Background: an optimization exercise with open tools, aiming at small area and a short achievable clock period. Do not read the settings as production practice. The RTL was checked by simulation tests, not by an equivalence proof against the original design. The clock port is modelled as an ideal driver, which makes a skipped or thinned clock tree look cheaper than it is; a real chip needs a root buffer or a tree. Power figures rest on the tool's default switching activity, not on a simulated workload.

==> flow/design.v (excerpt) <==
module fir_filter (
    data_in, data_out, clk, rst
);
    output [17:0] data_out;
    input  [7:0]  data_in;
    input         clk, rst;
    wire [7:0] d = data_in;
    reg  [7:0]  x1n;
    reg  [7:0]  x2;
    reg  [7:0]  x3n;
    reg  [7:0]  x4;
    reg  [7:0]  x5n;
    reg  [7:0]  x6;
    reg  [7:0]  x7;
    reg  [17:0] s;
    wire p1, p2;
    ha u_p1 (.a(x2[0]), .b(x4[0]), .s(p1), .co(p2));
    wire p3, p4;
    fa u_p3 (.a(x2[1]), .b(x4[1]), .c(x6[1]), .s(p3), .co(p4));
    wire p5, p6;
    fa u_p5 (.a(x2[2]), .b(x4[2]), .c(x6[2]), .s(p5), .co(p6));
    wire p7, p8;
    fa u_p7 (.a(x2[3]), .b(x4[3]), .c(x6[3]), .s(p7), .co(p8));
    wire p9, p10;
    fa u_p9 (.a(x2[4]), .b(x4[4]), .c(x6[4]), .s(p9), .co(p10));
    wire p11, p12;
    fa u_p11 (.a(x2[5]), .b(x4[5]), .c(x6[5]), .s(p11), .co(p12));
    wire p13, p14;
    fa u_p13 (.a(x2[6]), .b(x4[6]), .c(x6[6]), .s(p13), .co(p14));
    wire p15, p16;
    fa u_p15 (.a(x2[7]), .b(x4[7]), .c(x6[7]), .s(p15), .co(p16));
    wire p17, p18;
    ha u_p17 (.a(x6[0]), .b(x7[0]), .s(p17), .co(p18));
    wire p19, p20;
    fa u_p19 (.a(x7[1]), .b(p2), .c(p3), .s(p19), .co(p20));
    wire p21, p22;
    fa u_p21 (.a(x7[2]), .b(p5), .c(p4), .s(p21), .co(p22));
  ...
Size in the first run: roughly 420 cells after synthesis, about 77 flip-flops, roughly 0.0052 mm^2 of cells after synthesis.
clock: 11.0 ns
lec_check: 0
cap_margin: 20
core_margin: 2
core_utilization: 65
setup_slack_margin: 3.5
slew_margin: 20
synth_hierarchical: 1
standard.sh (not shown) runs the stock make flow with config.mk's settings and CLKGATE_MAP_FILE= SYNTH_SCRIPT=/design/flow/synth_recipe.tcl, a recipe that flattens the netlist after the stock synthesis.
==> flow/flow/run.sh <==
#!/bin/bash
# Layout flow: the standard ORFS flow (standard.sh, unchanged synthesis),
# with two layout settings changed:
#  - ports are buffered with the smallest buffer (repair_timing upsizes the
#    ones on critical paths) instead of the delay cell buffer_ports picks;
#  - clock tree synthesis without dummy loads.
# Each tool's output is in this folder's orfs/logs; the make output is in
# flow.log.
set -euo pipefail
export BUFFER_PORTS_ARGS="-buffer_cell sky130_fd_sc_hd__buf_1"
export CTS_ARGS="-sink_clustering_enable -repair_clock_nets -dont_use_dummy_load -sink_clustering_levels 1 -sink_clustering_size 40 -sink_clustering_max_diameter 300 -buf_list {sky130_fd_sc_hd__clkbuf_8}"
bash standard.sh finish > flow.log 2>&1
==> next run, changes <==
--- a/flow/flow/run.sh
+++ b/flow/flow/run.sh
@@ -10,3 +10,3 @@
 export BUFFER_PORTS_ARGS="-buffer_cell sky130_fd_sc_hd__buf_1"
-export CTS_ARGS="-sink_clustering_enable -repair_clock_nets -dont_use_dummy_load -sink_clustering_levels 1 -sink_clustering_size 40 -sink_clustering_max_diameter 300 -buf_list {sky130_fd_sc_hd__clkbuf_8}"
+export CTS_ARGS="-sink_clustering_enable -repair_clock_nets -dont_use_dummy_load -buf_list {sky130_fd_sc_hd__clkbuf_8}"
 bash standard.sh finish > flow.log 2>&1
ABC_AREA = 1   (was default)
SETUP_SLACK_MARGIN = 4.0   (was 3.5)
=> The changed run finished with timing, DRC and antenna clean. First-iteration DRC count increases by 11%. Combinational power increases by about 20%. Routed wire length increases by 7.9%. Sequential share of layout area decreases by 1.8 points. Synthesized area increases by 3.0%. Global-route usage increases by 2.3 points.

---

== violet ==
Another version of the RTL of fir_filter (not shown whole).
For scale: about 28 I/O pins, roughly 0.0050 sq mm of cells after synthesis.
clock: 11.0 ns
lec_check: 0
cap_margin: 20
core_margin: 2
core_utilization: 65
setup_slack_margin: 3.5
slew_margin: 20
synth_hierarchical: 1
==> flow/flow/run.sh <==
#!/bin/bash
# Layout flow: the standard ORFS flow (standard.sh, unchanged synthesis),
# with these layout changes:
#  - ports are buffered with the smallest buffer (repair_timing upsizes the
#    ones on critical paths) instead of the delay cell buffer_ports picks;
#  - the clock tree is a root buffer and two leaf buffers (flow/cts_tree.tcl,
#    sourced before the CTS step) instead of TritonCTS's 9-buffer H-tree.
# Each tool's output is in this folder's orfs/logs; the make output is in
# flow.log.
set -euo pipefail
here=$(cd "$(dirname "$0")" && pwd)
export BUFFER_PORTS_ARGS="-buffer_cell sky130_fd_sc_hd__buf_1"
export PRE_CTS_TCL="$here/cts_tree.tcl"
export CTS_NLEAF=4
export CTS_ROOT_CELL=sky130_fd_sc_hd__clkbuf_8
export CTS_LEAF_CELL=sky130_fd_sc_hd__clkbuf_8
bash standard.sh finish > flow.log 2>&1
==> flow/flow/cts_tree.tcl <==
# Sourced before clock tree synthesis (PRE_CTS_TCL). Replaces TritonCTS with a
# small two-level clock tree: the clock port drives one root buffer, which
# drives NLEAF leaf buffers; the flip-flops are split by position into NLEAF
# equal groups, each driven by the leaf buffer placed at the group's centroid.
# All flip-flops sit at the same depth (root + one leaf), so the tree adds no
# deliberate skew.
proc clock_tree_synthesis { args } {
  set nleaf $::env(CTS_NLEAF)
  set db [ord::get_db]
  set block [ord::get_db_block]
  set clk_net [$block findNet clk]
  set leafm [$db findMaster $::env(CTS_LEAF_CELL)]
  set rootm [$db findMaster $::env(CTS_ROOT_CELL)]
  set sinks {}
  foreach it [$clk_net getITerms] {
    set loc [[$it getInst] getLocation]
    lappend sinks [list $it [lindex $loc 0] [lindex $loc 1]]
  }
  set n [llength $sinks]
  # split by x into nleaf groups of (nearly) equal size
  set sinks [lsort -integer -index 1 $sinks]
  set groups {}
  for {set g 0} {$g < $nleaf} {incr g} {
    set lo [expr {($g * $n) / $nleaf}]
    set hi [expr {(($g + 1) * $n) / $nleaf - 1}]
    lappend groups [lrange $sinks $lo $hi]
  }
  set sx 0; set sy 0
  foreach s $sinks { incr sx [lindex $s 1]; incr sy [lindex $s 2] }
  set root [odb::dbInst_create $block $rootm clkroot]
  $root setLocation [expr {$sx / $n}] [expr {$sy / $n}]
  $root setPlacementStatus PLACED
  set rootnet [odb::dbNet_create $block clknet_root]
  $rootnet setSigType CLOCK
  [$root findITerm A] connect $clk_net
  [$root findITerm X] connect $rootnet
  set g 0
  foreach grp $groups {
    set gx 0; set gy 0
    foreach s $grp { incr gx [lindex $s 1]; incr gy [lindex $s 2] }
    set m [llength $grp]
    set leaf [odb::dbInst_create $block $leafm clkleaf_$g]
    $leaf setLocation [expr {$gx / $m}] [expr {$gy / $m}]
    $leaf setPlacementStatus PLACED
    set net [odb::dbNet_create $block clknet_leaf_$g]
    $net setSigType CLOCK
    [$leaf findITerm A] connect $rootnet
    [$leaf findITerm X] connect $net
    foreach s $grp {
      set it [lindex $s 0]
      $it disconnect
      $it connect $net
    }
    incr g
  }
  $clk_net setSigType CLOCK
  puts "clock tree: root [$rootm getName], $nleaf leaves [$leafm getName], $n sinks"
  set_propagated_clock [all_clocks]
}
## Diff of input files: yarrow against violet
--- a/flow/flow/run.sh
+++ b/flow/flow/run.sh
@@ -5,3 +5,3 @@
 #    ones on critical paths) instead of the delay cell buffer_ports picks;
-#  - the clock tree is a root buffer and two leaf buffers (flow/cts_tree.tcl,
+#  - the clock tree is a root buffer and four leaf buffers (flow/cts_tree.tcl,
 #    sourced before the CTS step) instead of TritonCTS's 9-buffer H-tree.
--- a/flow/flow/cts_tree.tcl
+++ b/flow/flow/cts_tree.tcl
@@ -2,4 +2,4 @@
 # small two-level clock tree: the clock port drives one root buffer, which
-# drives NLEAF leaf buffers; the flip-flops are split by position into NLEAF
-# equal groups, each driven by the leaf buffer placed at the group's centroid.
+# drives NLEAF leaf buffers; the flip-flops are split by position (recursive
+# bisection) into NLEAF equal groups, each driven by the leaf buffer placed at the group's centroid.
 # All flip-flops sit at the same depth (root + one leaf), so the tree adds no
@@ -19,9 +19,15 @@
   set n [llength $sinks]
-  # split by x into nleaf groups of (nearly) equal size
-  set sinks [lsort -integer -index 1 $sinks]
-  set groups {}
-  for {set g 0} {$g < $nleaf} {incr g} {
-    set lo [expr {($g * $n) / $nleaf}]
-    set hi [expr {(($g + 1) * $n) / $nleaf - 1}]
-    lappend groups [lrange $sinks $lo $hi]
+  # recursive bisection (alternately by x and y) into nleaf groups of
+  # (nearly) equal size; nleaf is a power of two
+  set groups [list $sinks]
+  set axis 1
+  while {[llength $groups] < $nleaf} {
+    set next {}
+    foreach grp $groups {
+      set grp [lsort -integer -index $axis $grp]
+      set h [expr {[llength $grp] / 2}]
+      lappend next [lrange $grp 0 [expr {$h - 1}]] [lrange $grp $h end]
+    }
+    set groups $next
+    set axis [expr {3 - $axis}]
   }
--- outcome ---
Diff violet..yarrow | switching part of the total power | negligible
violet -> yarrow: first-pass GRT wire length decreased slightly
Reported for yarrow and violet, sequential share of layout area turned out identical to the last digit.
In terms of least setup slack across all paths after layout, yarrow and violet differ only marginally.
Changes observed in yarrow relative to violet: achievable frequency closely matched the old numbers; measured slew at the worst slew-check pin higher; clock skew held steady.
Worst vdd rail ir drop, yarrow vs violet: up by more than 10%
Wire length essentially unchanged between violet and yarrow.
All-layer global routing usage essentially unchanged between yarrow and violet.
In every run of this note, the design's own scripts or RTL, not TritonCTS, make the clock network.

---

oak:
fir_filter again, from the RTL that the note above started with.
==> flow/config.mk <==
export PLATFORM = sky130hd
export DESIGN_NAME = fir_filter
export DESIGN_NICKNAME = fir_filter
export VERILOG_FILES = /design/flow/design.v
export SDC_FILE = /design/flow/constraint.sdc
export NUM_CORES = 4
export LEC_CHECK = 0
export CAP_MARGIN = 20
export CORE_MARGIN = 2
export CORE_UTILIZATION = 65
export SETUP_SLACK_MARGIN = 3.7
export SLEW_MARGIN = 20
export SYNTH_HIERARCHICAL = 1
==> flow/constraint.sdc <==
create_clock -name core_clock -period 11.0 [get_ports {clk}]
set_input_delay 2.2000 -clock core_clock [delete_from_list [all_inputs] [get_ports {clk}]]
set_output_delay 2.2000 -clock core_clock [all_outputs]
set_load 0.01 [all_outputs]
==> flow/flow/run.sh <==
#!/bin/bash
# Layout flow: the standard ORFS flow (standard.sh, unchanged synthesis),
# with two layout settings changed:
#  - ports are buffered with the smallest buffer (repair_timing upsizes the
#    ones on critical paths) instead of the delay cell buffer_ports picks;
#  - clock tree synthesis without dummy loads.
# Each tool's output is in this folder's orfs/logs; the make output is in
# flow.log.
set -euo pipefail
export BUFFER_PORTS_ARGS="-buffer_cell sky130_fd_sc_hd__buf_1"
export CTS_ARGS="-sink_clustering_enable -repair_clock_nets -dont_use_dummy_load -buf_list {sky130_fd_sc_hd__clkbuf_8}"
bash standard.sh finish > flow.log 2>&1
oak closes out successfully: all stages finished, all timing, DRC and antenna checks passed.
For pine, these inputs were changed with respect to oak:
-- flow/config.mk --
<<< oak, line 11
export SETUP_SLACK_MARGIN = 3.7
>>> pine, line 11
export SETUP_SLACK_MARGIN = 3.5
==> notes.md <==
pine ends up with a minimum period implied by the final worst setup slack that is 4.6 ps higher than in oak. Between pine and oak, the hold slack does not differ in any meaningful way. Share of the clock period used by the worst path of pine is on par with oak.

---

fir_filter, a different RTL version from the one above (not shown whole).
For scale: about 390 cells after synthesis, ~76 flip-flops, ~28 I/O pins, roughly 4900 µm² of cells after synthesis.
clock: 11.0 ns
lec_check: 0
cap_margin: 20
core_margin: 2
core_utilization: 65
setup_slack_margin: 3.7
slew_margin: 20
synth_hierarchical: 1
==> flow/flow/run.sh <==
#!/bin/bash
# Layout flow: the standard ORFS flow (standard.sh, unchanged synthesis),
# with these layout changes:
#  - ports are buffered with the smallest buffer (repair_timing upsizes the
#    ones on critical paths) instead of the delay cell buffer_ports picks;
#  - the clock tree is a root buffer and four leaf buffers (flow/cts_tree.tcl,
#    sourced before the CTS step) instead of TritonCTS's 9-buffer H-tree.
# Each tool's output is in this folder's orfs/logs; the make output is in
# flow.log.
set -euo pipefail
here=$(cd "$(dirname "$0")" && pwd)
export BUFFER_PORTS_ARGS="-buffer_cell sky130_fd_sc_hd__buf_1"
export PRE_CTS_TCL="$here/cts_tree.tcl"
export CTS_NLEAF=4
export CTS_ROOT_CELL=sky130_fd_sc_hd__clkbuf_8
export CTS_LEAF_CELL=sky130_fd_sc_hd__clkbuf_8
bash standard.sh finish > flow.log 2>&1
Other scripts of this flow, unchanged in this note and not shown: flow/flow/cts_tree.tcl
Edit:
--- a/flow/config.mk
+++ b/flow/config.mk
@@ -10 +10,2 @@
-export CORE_UTILIZATION = 65
+export CORE_UTILIZATION = 58
+export PLACE_DENSITY = 0.75
What happened:
- clock skew rises by 0.0085 ns
- synthesized area is unchanged
- global-route usage goes down by 3.8 points
- hold slack barely changes
- worst setup slack got worse by 0.0044 ns
- cell count increases by 1.8%
Edit:
--- a/flow/config.mk
+++ b/flow/config.mk
@@ -10,2 +10 @@
-export CORE_UTILIZATION = 58
-export PLACE_DENSITY = 0.75
+export CORE_UTILIZATION = 52
The new run went through all stages and came out clean.
Fmax is higher slightly.
Cell area is about the same.
First-iteration DRC count is higher by a quarter to a third.
Via count is higher slightly.
Hold slack stays flat.
Wire length is higher by a few percent.
Final cell count is higher by a few percent.
Utilization is lower by 7.2 points.
Edit:
--- a/flow/config.mk
+++ b/flow/config.mk
@@ -10,2 +10,2 @@
-export CORE_UTILIZATION = 52
-export SETUP_SLACK_MARGIN = 3.7
+export CORE_UTILIZATION = 65
+export SETUP_SLACK_MARGIN = 3.9
After rerunning: Power came out higher by a few percent. Sequential cell count is unchanged. Utilization came out higher by 16 points. Combinational power came out higher by roughly a tenth. Area after synthesis stays the same. Final area came out higher slightly. Sequential power barely changes. Final cell count came out lower by a few percent.
Edit:
--- a/flow/config.mk
+++ b/flow/config.mk
@@ -10,2 +10,2 @@
-export CORE_UTILIZATION = 65
-export SETUP_SLACK_MARGIN = 3.9
+export CORE_UTILIZATION = 58
+export SETUP_SLACK_MARGIN = 3.7
@@ -13,0 +14 @@
+export TNS_END_PERCENT = 0
Result: Total power drops by 7.3%. Cell area drops by 2.1%. Global-route usage decreases by 3.0 points. Core utilization came out lower by 9.6 points. Clock power stays flat.
Edit:
--- a/flow/config.mk
+++ b/flow/config.mk
@@ -10,0 +11 @@
+export GPL_TIMING_DRIVEN = 0
@@ -14 +14,0 @@
-export TNS_END_PERCENT = 0
The new run ran to the end with no violations.
Total power goes up by 18%.
Final area came out higher by 5.2%.
First-iteration DRC count shrinks by 10%.
Synthesized area is unchanged.
Routed wire length went up by 5.2%.
Fmax went down by 1.6%.
Worst setup slack gets worse by 0.12 ns.
Clock power barely changes.
Global-route usage climbs by 1.3 points.
In every run of this note, the design's own scripts or RTL, not TritonCTS, make the clock network.

---

fir_filter again, from the RTL that the note above started with.
Settings: LEC_CHECK=0, CAP_MARGIN=20, CORE_MARGIN=2, CORE_UTILIZATION=58, SETUP_SLACK_MARGIN=3.6, SLEW_MARGIN=20, SYNTH_HIERARCHICAL=1; clock period 11.0 ns.
==> flow/flow/cts_tree.tcl <==
# Sourced before clock tree synthesis (PRE_CTS_TCL). Replaces TritonCTS with a
# small two-level clock tree: the clock port drives one root buffer, which
# drives NLEAF leaf buffers; the flip-flops are split by position (recursive
# bisection) into NLEAF equal groups, each driven by the leaf buffer placed at the group's centroid.
# All flip-flops sit at the same depth (root + one leaf), so the tree adds no
# deliberate skew.
proc clock_tree_synthesis { args } {
  set nleaf $::env(CTS_NLEAF)
  set db [ord::get_db]
  set block [ord::get_db_block]
  set clk_net [$block findNet clk]
  set leafm [$db findMaster $::env(CTS_LEAF_CELL)]
  set rootm [$db findMaster $::env(CTS_ROOT_CELL)]
  set sinks {}
  foreach it [$clk_net getITerms] {
    set loc [[$it getInst] getLocation]
    lappend sinks [list $it [lindex $loc 0] [lindex $loc 1]]
  }
  set n [llength $sinks]
  # recursive bisection (alternately by x and y) into nleaf groups of
  # (nearly) equal size; nleaf is a power of two
  set groups [list $sinks]
  set axis 1
  while {[llength $groups] < $nleaf} {
    set next {}
    foreach grp $groups {
      set grp [lsort -integer -index $axis $grp]
      set h [expr {[llength $grp] / 2}]
      lappend next [lrange $grp 0 [expr {$h - 1}]] [lrange $grp $h end]
    }
    set groups $next
    set axis [expr {3 - $axis}]
  }
  set sx 0; set sy 0
  foreach s $sinks { incr sx [lindex $s 1]; incr sy [lindex $s 2] }
  set root [odb::dbInst_create $block $rootm clkroot]
  $root setLocation [expr {$sx / $n}] [expr {$sy / $n}]
  $root setPlacementStatus PLACED
  set rootnet [odb::dbNet_create $block clknet_root]
  $rootnet setSigType CLOCK
  [$root findITerm A] connect $clk_net
  [$root findITerm X] connect $rootnet
  set g 0
  foreach grp $groups {
    set gx 0; set gy 0
    foreach s $grp { incr gx [lindex $s 1]; incr gy [lindex $s 2] }
    set m [llength $grp]
    set leaf [odb::dbInst_create $block $leafm clkleaf_$g]
    $leaf setLocation [expr {$gx / $m}] [expr {$gy / $m}]
    $leaf setPlacementStatus PLACED
    set net [odb::dbNet_create $block clknet_leaf_$g]
    $net setSigType CLOCK
    [$leaf findITerm A] connect $rootnet
    [$leaf findITerm X] connect $net
    foreach s $grp {
      set it [lindex $s 0]
      $it disconnect
      $it connect $net
    }
    incr g
  }
  $clk_net setSigType CLOCK
  puts "clock tree: root [$rootm getName], $nleaf leaves [$leafm getName], $n sinks"
  set_propagated_clock [all_clocks]
}
Scripts as last shown in full above: flow/flow/run.sh
Change:
- CORE_UTILIZATION: 58 -> 65
- SETUP_SLACK_MARGIN: 3.6 -> 4.1
After rerunning:
- sequential share of layout area went down by 1.1 points
- power went up by 14%
- synthesized cell count stays the same
- register-to-register slack is better by 0.20 ns
- setup slack is better by 0.017 ns
Change:
- ABC_AREA: default -> 1
- CORE_UTILIZATION: 65 -> 58
- SETUP_SLACK_MARGIN: 4.1 -> 3.8
What happened: Die area rises by 13%. Power went down by 9.6%. Wire length falls by 4.2%. Core utilization falls by 9.7 points. Combinational power went down by about 10%. Global-route usage decreases by 3.7 points. Synthesized cell count goes up by 11%. Synthesized area grows by 1.2%. Register-to-register slack degrades by 0.06 ns. Final area drops by 1.5%.
Change:
- ABC_AREA: 1 -> default
- CORE_UTILIZATION: 58 -> 62
- SETUP_SLACK_MARGIN: 3.8 -> 3.7
=>
- final cell count came out lower by 9.2%
- register-to-register slack degrades by 0.12 ns
- clock power is about the same
- synthesized cell count decreases by about 10%
Change:
- CORE_UTILIZATION: 62 -> 58
- PLACE_DENSITY: default -> 0.45
=> The changed run went through all stages and came out clean. Final area shrinks slightly. Total power went down slightly. Area after synthesis stays the same. Fmax is about the same. Sequential power barely changes. Core utilization went down by 4.2 points. Routed wire length climbs slightly. Worst setup slack loses 0.021 ns.
Change:
- PLACE_DENSITY: 0.45 -> default
Outcome: Power is unchanged. Worst setup slack stays the same. Final area does not change. Routed wire length stays the same. Sequential share of layout area does not change. Die area stays the same. Sequential cell count does not change. Clock power hardly moves.
No run of this note takes its clock network from TritonCTS; it comes from the design's own scripts or RTL.

[separate check: timing with driven ports]
Ports are ideal in the flow. The routed layouts listed here were re-timed in OpenROAD. Step 1: set_driving_cell puts a clkbuf_16 on clk and a buf_2 on each other input, an assumption about the parent block. Step 2 moves the port delays by t, midway between the first and last clock arrival at a register: inputs arrive t later, outputs are due t later. That takes back most of the time a late clock gives input paths. a / b / c = ideal / step 1 / step 2; a / b = the first two.
| run | t (ns) | setup WS [ns] | hold WS [ns] |
|---|---|---|---|
| the first run of note 1 | 0.367 | 3.638 / 3.598 / 3.292 | 0.359 / 0.359 / 0.359 |
| the second run of note 1 | 0.360 | 4.032 / 3.982 / 3.721 | 0.367 / 0.367 / 0.367 |
| violet | 0.352 | 3.663 / 3.632 / 3.389 | 0.383 / 0.383 / 0.383 |
| yarrow | 0.360 | 3.662 / 3.632 / 3.376 | 0.381 / 0.381 / 0.381 |
| oak | 0.359 | 3.658 / 3.613 / 3.515 | 0.356 / 0.356 / 0.356 |
| pine | 0.358 | 3.654 / 3.622 / 3.385 | 0.356 / 0.356 / 0.356 |
| the first run of note 4 | 0.364 | 3.790 / 3.758 / 3.659 | 0.382 / 0.382 / 0.382 |
| the second run of note 4 | 0.361 | 3.786 / 3.740 / 3.649 | 0.381 / 0.381 / 0.381 |
| the third run of note 4 | 0.361 | 3.823 / 3.786 / 3.719 | 0.381 / 0.381 / 0.381 |
| the fourth run of note 4 | 0.365 | 3.799 / 3.753 / 3.753 | 0.383 / 0.383 / 0.383 |
| the fifth run of note 4 | 0.360 | 3.789 / 3.759 / 3.671 | 0.365 / 0.365 / 0.365 |
| the sixth run of note 4 | 0.362 | 3.671 / 3.621 / 3.617 | 0.368 / 0.368 / 0.368 |
| the first run of note 5 | 0.358 | 3.766 / 3.736 / 3.587 | 0.366 / 0.366 / 0.366 |
| the second run of note 5 | 0.363 | 3.783 / 3.735 / 3.735 | 0.381 / 0.381 / 0.381 |
| the third run of note 5 | 0.367 | 3.901 / 3.852 / 3.779 | 0.382 / 0.382 / 0.382 |
| the fourth run of note 5 | 0.368 | 3.832 / 3.801 / 3.635 | 0.379 / 0.379 / 0.379 |
| the fifth run of note 5 | 0.358 | 3.811 / 3.781 / 3.671 | 0.365 / 0.365 / 0.365 |
| the sixth run of note 5 | 0.358 | 3.811 / 3.781 / 3.671 | 0.365 / 0.365 / 0.365 |
After both steps every run listed still meets setup and hold. For the first run of note 1, which loses most, drivers alone change the setup slack by -0.040 ns; drivers and shift together by -0.346 ns.
